Source: an optimization exercise on an open RTL-to-GDS flow (aim: small area). Production flows keep margins and buffers that such runs may drop.
Function was checked by simulation only, so behaviour that the tests miss may differ from the original.
No activity file was given, so power comes from the tool's default toggle rates.

==> flow/design.v <==
`timescale 1ns / 1ps
module halfadder(
    input A,
    input B,
    output S,
    output C
    );
	xor x1(S,A,B);
	and a1(C,A,B);
endmodule
`timescale 1ns / 1ps
module fulladder(
    input A,
    input B,
    input Cin,
    output S,
    output Cout
    );
	wire s0, c0, c1;
	halfadder half1(
		.A(A),
		.B(B),
		.S(s0),
		.C(c0)
		);
	halfadder half2(
		s0,
		Cin,
		S,
		c1
		);
	or o1(Cout,c0,c1);
endmodule
`timescale 1ns / 1ps
module LCD_INIT(
	input CLK,
	input RST,
	output reg [11:8] SF_D,
	output reg LCD_E,
	output reg LCD_RS,
	output reg LCD_RW,
	output reg DONE
    );
	reg [3:0] init_stage_counter;
	reg [19:0] init_counter;
	always @(posedge CLK)
	begin
		if (RST)
		begin
			init_stage_counter = 0;
			init_counter = 0;
			LCD_E <= 0;
			SF_D <= 0;
			LCD_RS <= 0;
			LCD_RW <= 0;
			DONE <= 0;
		end
		else
		begin
			if (init_stage_counter == 0 && init_counter >= 750000)
			begin
				init_stage_counter = 1;
				init_counter = 0;
				LCD_E <= 1;
				SF_D <= 4'h3;
			end
			if (init_stage_counter == 1 && init_counter >= 12)
			begin
				init_stage_counter = 2;
				init_counter = 0;
				LCD_E <= 0;
				SF_D <= 4'h0;
			end
			if (init_stage_counter == 2 && init_counter >= 205000)
			begin
				init_stage_counter = 3;
				init_counter = 0;
				LCD_E <= 1;
				SF_D <= 4'h3;
			end
			if (init_stage_counter == 3 && init_counter >= 12)
			begin
				init_stage_counter = 4;
				init_counter = 0;
				LCD_E <= 0;
				SF_D <= 4'h0;
			end
			if (init_stage_counter == 4 && init_counter >= 5000)
			begin
				init_stage_counter = 5;
				init_counter = 0;
				LCD_E <= 1;
				SF_D <= 4'h3;
			end
			if (init_stage_counter == 5 && init_counter >= 12)
			begin
				init_stage_counter = 6;
				init_counter = 0;
				LCD_E <= 0;
				SF_D <= 4'h0;
			end
			if (init_stage_counter == 6 && init_counter >= 2000)
			begin
				init_stage_counter = 7;
				init_counter = 0;
				LCD_E <= 1;
				SF_D <= 4'h2;
			end
			if (init_stage_counter == 7 && init_counter >= 12)
			begin
				init_stage_counter = 8;
				init_counter = 0;
				LCD_E <= 0;
			end
			if (init_stage_counter == 8 && init_counter >= 2000)
			begin
				init_stage_counter = 9;
				init_counter = 0;
			end
			if (init_stage_counter == 9)
			begin
				if (init_counter == 1)
				begin
					LCD_E <= 0;
					SF_D <= 4'b0010;
				end
				if (init_counter == 6)
					LCD_E <= 1;
				if (init_counter == 26)
				begin
					LCD_E <= 0;
					SF_D <= 4'h8;
				end
				if (init_counter == 76)
				begin
					LCD_E <= 1;
				end
				if (init_counter == 101)
				begin
					LCD_E <= 0;
				end
				if (init_counter >= 3005)
				begin
					init_counter = 0;
					init_stage_counter = 10;
				end
			end
			if (init_stage_counter == 10)
			begin
				if (init_counter == 1)
				begin
					LCD_E <= 0;
					SF_D <= 4'h0;
				end
				if (init_counter == 6)
					LCD_E <= 1;
				if (init_counter == 26)
				begin
					LCD_E <= 0;
					SF_D <= 4'h6;
				end
				if (init_counter == 76)
				begin
					LCD_E <= 1;
				end
				if (init_counter == 101)
				begin
					LCD_E <= 0;
				end
				if (init_counter >= 3005)
				begin
					init_counter = 0;
					init_stage_counter = 11;
				end
			end
			if (init_stage_counter == 11)
			begin
				if (init_counter == 1)
				begin
					LCD_E <= 0;
					SF_D <= 4'h0;
				end
				if (init_counter == 6)
					LCD_E <= 1;
				if (init_counter == 26)
				begin
					LCD_E <= 0;
					SF_D <= 4'hc;
				end
				if (init_counter == 76)
				begin
					LCD_E <= 1;
				end
				if (init_counter == 101)
				begin
					LCD_E <= 0;
				end
				if (init_counter >= 3005)
				begin
					init_counter = 0;
					init_stage_counter = 12;
				end
			end
			if (init_stage_counter == 12)
			begin
				if (init_counter == 1)
				begin
					LCD_E <= 0;
					SF_D <= 4'h0;
				end
				if (init_counter == 6)
					LCD_E <= 1;
				if (init_counter == 26)
				begin
					LCD_E <= 0;
					SF_D <= 4'h1;
				end
				if (init_counter == 76)
				begin
					LCD_E <= 1;
				end
				if (init_counter == 101)
				begin
					LCD_E <= 0;
				end
				if (init_counter >= 100000)
				begin
					init_counter = 0;
					init_stage_counter = 15;
					DONE <= 1;
				end
			end
			if (init_stage_counter != 15)
				init_counter = init_counter + 1;
		end
	end	
endmodule
`timescale 1ns / 1ps
module lcd_vala(
	input [2:0] DATA,
	input CLK,
	input RST,
	output tri [11:8] SF_D,
	output tri LCD_E,
	output tri LCD_RS,
	output tri LCD_RW
	);
	reg [3:0] D;
	reg Enable, RS, RW;
	wire [3:0] init_D;
	wire init_E, init_RS, init_RW;
	wire init_done;
	LCD_INIT Init_Module(CLK, RST, init_D, init_E, init_RS, init_RW, init_done);
	assign SF_D[11:8] = (init_done) ? D[3:0] : init_D[3:0];
	assign LCD_E = (init_done) ? Enable : init_E;
	assign LCD_RS = (init_done) ? RS : init_RS;
	assign LCD_RW = (init_done) ? RW : init_RW;
	reg stage_counter;
	reg [11:0] counter;
	always @(posedge CLK)
	begin
		if (RST)
		begin
			D = 4'b0000;
			Enable = 1'b0;
			RS = 1'b0;
			RW = 1'b0;
			stage_counter = 0;
			counter = 0;
		end
		else if (init_done == 1)
		begin
			if (stage_counter == 1'b0)
			begin
				if (counter == 1)
				begin
					RS = 0;
					RW = 0;
					Enable = 0;
					D = 4'h8;
				end
				if (counter == 6)
					Enable = 1;
				if (counter == 26)
				begin
					Enable = 0;
					D = 4'h0;
				end
				if (counter == 76)
				begin
					Enable = 1;
				end
				if (counter == 101)
				begin
					Enable = 0;
				end
				if (counter >= 3005)
				begin
					counter = 0;
					stage_counter = 1'b1;
				end
			end
			if (stage_counter == 1'b1)
			begin
				if (counter == 1)
				begin
					RS = 1;
					RW = 0;
					Enable = 0;
					D = 4'b0011;
				end
				if (counter == 6)
					Enable = 1;
				if (counter == 26)
				begin
					Enable = 0;
					D = {1'b0, DATA};
				end
				if (counter == 76)
				begin
					Enable = 1;
				end
				if (counter == 101)
				begin
					Enable = 0;
				end
				if (counter >= 3005)
				begin
					counter = 0;
					stage_counter = 1'b0;
				end
			end
		counter = counter + 1;
		end
	end
endmodule
`timescale 1ns / 1ps
module main(
    input [1:0] A,
    input [1:0] B,
    output [1:0] S,
    input Cin,
    output Cout,
	 input CLK,
	 input RST,
	 output [11:8] SF_D,
	 output LCD_E,
	 output LCD_RS,
	 output LCD_RW,
	 output LCD_Enable
    );
	assign LCD_Enable = 1'b1;
	wire c0;
	fulladder full1(
		A[0],
		B[0],
		Cin,
		S[0],
		c0
		);
	fulladder full2(
		A[1],
		B[1],
		c0,
		S[1],
		Cout
		);
	lcd_vala yup(
		.DATA({Cout, S[1:0]}),
		.CLK(CLK),
		.RST(RST),
		.SF_D(SF_D),
		.LCD_E(LCD_E),
		.LCD_RS(LCD_RS),
		.LCD_RW(LCD_RW)
	);
endmodule
==> flow/run.sh <==
#!/bin/bash
# synth_recipe.tcl (not shown) runs the flow's synth.tcl, then flattens the netlist and writes it again
# the make line also repeats each setting of config.mk as NAME=value (left out here)
make -C /OpenROAD-flow-scripts/flow DESIGN_CONFIG=/design/flow/config.mk WORK_HOME=/design/flow/orfs CLKGATE_MAP_FILE= SYNTH_SCRIPT=/design/flow/synth_recipe.tcl finish
==> flow/config.mk <==
export PLATFORM = sky130hd
export DESIGN_NAME = main
export DESIGN_NICKNAME = main
export VERILOG_FILES = /design/flow/design.v
export SDC_FILE = /design/flow/constraint.sdc
export NUM_CORES = 4
export LEC_CHECK = 0
export CAP_MARGIN = 20
export CORE_MARGIN = 2
export CORE_UTILIZATION = 35
export SLEW_MARGIN = 20
==> flow/constraint.sdc <==
create_clock -name core_clock -period 20.0 [get_ports {CLK}]
set_input_delay 4.0000 -clock core_clock [delete_from_list [all_inputs] [get_ports {CLK}]]
set_output_delay 4.0000 -clock core_clock [all_outputs]
set_load 0.01 [all_outputs]
==> results.txt <==
## kinds of logic after synthesis
group / after synthesis / share of synthesized area [%]
compound gates: 152 / 24.2
xor+xnor: 14 / 2.86
fa+ha+maj: 4 / 1.52
buf+inv: 61 / 6.88
flops: 50 / 23.3
mux: 9 / 2.24
other cells: 1 / 0.0874
simple gates: 308 / 38.9
## area by class of cell
type / instances / share of cell area, %
multi-input combinational: 488 / 65.1
sequential: 50 / 21.7
clock buffer: 6 / 3.02
clock inverter: 2 / 0.381
timing repair buffer: 19 / 3.97
tap: 147 / 4.00
inverter: 22 / 1.79
## cells in the mapped netlist, types with 6 or more instances
cell / number / share of area [%]
dfxtp_1: 50 / 23
a211oi_1: 7 / 1.2
inv_1: 22 / 1.9
o21ai_0: 26 / 3.0
a21oi_1: 43 / 5.0
o21a_1: 7 / 1.2
clkbuf_1: 18 / 1.6
and3_1: 13 / 1.9
nand4_1: 17 / 2.5
buf_4: 6 / 1.0
nor2_1: 75 / 6.6
a21o_1: 7 / 1.2
or3_1: 12 / 1.7
buf_2: 11 / 1.3
and2_1: 8 / 1.2
or4_1: 7 / 1.2
nand2_1: 60 / 5.2
nor4_1: 15 / 2.2
nand3_1: 24 / 2.8
a31oi_1: 6 / 0.87
nor3_1: 26 / 3.0
xnor2_1: 11 / 2.2
## worst max path at each step
stage                     from  slack [ps]  cells after the start   end
after floorplan           A[0]       10890                      5  S[1]
after global placement    A[0]       10040                      6  S[1]
after detailed placement  A[0]       10000                      6  S[1]
after CTS                 A[0]       10000                      6  S[1]
after global routing      A[0]        9970                      6  S[1]
final                     A[0]       10010                      6  S[1]
## placed cells by master, fill, tap and decap left out, types with 8 or more instances in the layout
cell,count
or3_1,12
nor2_1,75
nand2_1,60
inv_1,22
clkdlybuf4s50_1,16
nor4_1,15
nor3_1,26
and3_1,13
xnor2_1,11
dfxtp_1,50
nand4_1,17
and2_1,8
a21oi_1,43
o21ai_0,26
nand3_1,24
## routing by layer
metal | vias to the layer above | routed length, µm | GRT usage (%)
met5 | - | 0 | 0
met4 | 0 | 294 | 7.31
met3 | 21 | 881 | 3.16
met2 | 173 | 5880 | 31.8
met1 | 2142 | 6170 | 28.7
li1 | 2186 | - | -
## flip-flops by register name, indices dropped and copies added (netlist names)
| name | cells |
|---|---|
| yup.D | 4 |
| yup.Enable | 1 |
| yup.Init_Module.DONE | 1 |
| yup.Init_Module.LCD_E | 1 |
| yup.Init_Module.SF_D | 4 |
| yup.Init_Module.init_counter | 20 |
| yup.Init_Module.init_stage_counter | 4 |
| yup.RS | 1 |
| yup.RW | 1 |
| yup.counter | 12 |
| yup.stage_counter | 1 |
## power groups by stage
stage,combinational (mW),sequential [mW],clock (mW)
after CTS,0.0145,0.101,0.0910
after detailed placement,0.0144,0.104,0
after floorplan,0.0106,0.103,0
after global routing,0.0161,0.101,0.0952
after global placement,0.0142,0.104,0
final,0.0145,0.101,0.0884
## worst reg2reg max path, cell delays in order (launching register included)
cell       delay, ps
dfxtp_1          540
nor4_1           840
and4_1           360
a21o_1           320
a21oi_1          200
a2111oi_2        580
and3_1           580
a31oi_1          170
nor3_1           480
o21a_1           690
nor4_2           150
ha_1             230
o31ai_2          160
nor4_2           140
a2111o_1         440
nand2_1           60
## metrics by stage
stage	hold WS (ps)	util, %	power [mW]	setup WS [ps]	area, µm²
2_1_floorplan	428	-	0.113	10890	4290
3_3_place_gp	442	37.0	0.118	10040	4450
3_5_place_dp	449	37.0	0.118	10000	4450
4_1_cts	458	38.3	0.207	10000	4600
5_1_grt	478	38.3	0.213	9970	4600
6_report	455	38.3	0.204	10010	4600
==> impl_metrics.ini <==
[routing]
wire_per_inst_um = 18.0
drt_drc_violations_left = 0
wirelength_um = 13200
drt-pass1-iter-count = 6
vias = 4522
drtIter0Drc = 334
routed_via_density = 6.16
drtAntennaViolNets = 0

[worst_setup_path]
crit_chain = clkdlybuf4s50_1, inv_1, fa_1, fa_1, inv_1, clkdlybuf4s50_1
rr_startpoint = yup.Init_Module.init_counter[5]$_SDFF_PP0_
r2r_slack_ps = 13980
cp_top_family = buffers and inverters
cp-end-kind = output pin
cp_num_buf_inv = 4
reg2reg_to = yup.Init_Module.init_counter[10]$_SDFF_PP0_
crit_fanout = 2
crit_arrival_ps = 5990
required_ps = 16000
crit_type = in2out
slowest_delay_ps = 530
rr_worst_depth = 15
cp-start-kind = input pin
crit_slowest_cell = clkdlybuf4s50_1

[timing]
fmax_mhz = 100
relSlewSlack_pct = 34.8
rsz0062_at_grt = no
finalSetupViolations = 0
min_period_over_period_pct = 50.0
hold_violations = 0
setup_tns_ps = 0
period_minus_slack_ps = 9990
slew_violations = 0
worst_pin_slew_ps = 969
fin_skew_ps = 2.77

[grt]
grt_pass1_wl_um = 21900
grt_pass1_vias = 4219
gr-total-overflow = 0
grt_max_degree = 38
track_usage_pct = 20.4
grt_antenna_before_repair = 0

[min_path]
hold_start = yup.RS$_SDFFE_PP0P_
hold_path.class = reg2reg
hold_depth = 2
hold_end = yup.RS$_SDFFE_PP0P_

[final_layout]
n_antenna_cell = 0
n_fill_cell = 1273
drive_gt1_share_pct = 8.18
finalNetCount = 597
multi_input_area_um2 = 3000
syn_to_final_growth_pct = 7.23
seq_area_um2 = 1000
finalNonFillerCells = 734

[power_and_ir_drop]
pwr-share-clk_pct = 43.3
pwr-share-seq_pct = 49.6
comb_power_share_pct = 7.1
p_switching_mw = 0.0477
swShare_pct = 23.4
p_leak_nw = 1.63
ir_drop_uv = 34.9
p_per_area_nw_per_um2 = 44.4
internal_power_mw = 0.157

[cts]
cts_tree = done
clock_sinks = 50
hold_buffers = 0
root_buffer = clkbuf_16
cts_buffer_depth = 2
clk_pin_slew_worst_paths_ps = 70
cts_resized = 0
cts_buffers = 5
clock_latency_ps = 290
postCtsSetupRepairBufs = 0
htreeDepth = 2

[placement]
dp_hpwl_um = 9740
dp.cells = 726
gp_congestion = 0.940
numPortBuffers = 16

[die]
start_util_pct = 35.7
core_um2 = 12000
die_area_um2 = 13200
die_w_um = 115
die_h_um = 115
num_rows = 40
ioPinCount = 18

[run]
drv_cap = 0

[yosys]
ys_warn_count = 2
synthFlopType = dfxtp_1
synth_edf_count = 0
netlist_instances = 599
syn_avg_cell_area_um2 = 7.17
ys_ff_latch = 50
async_reset_ff_share_pct = 0
synthesis.area_um2 = 4290
synth.distinct_cells = 79
synth_nets = 610
ys_seq_area_share_pct = 23.3

[status]
status = no timing/DRC/antenna violations

## static timing again, ports no longer ideal
No port has a modelled driver above. Below, the same layout with a new extraction and two added sets of constraints.
Step 1: set_driving_cell puts a clkbuf_16 on CLK and a buf_2 on each other input, an assumption about the parent block.
Step 2 moves the port delays by t, midway between the first and last clock arrival at a register: inputs arrive t later, outputs are due t later. That takes back most of the time a late clock gives input paths.
a / b / c = no drivers / after step 1 / after step 2; a / b = the first two.
t (ns): 0.331
setup WS [ns]: 10.010 / 9.980 / 9.980
worst setup path at the end: input to output
latest minus earliest clock arrival (ns): 0.003 / 0.003
slew at the worst register clock pin (ns): 0.07 / 0.07
After both steps this run still meets setup and hold. The setup slack of this run moves by -0.030 ns with the drivers and by -0.030 ns with both steps.
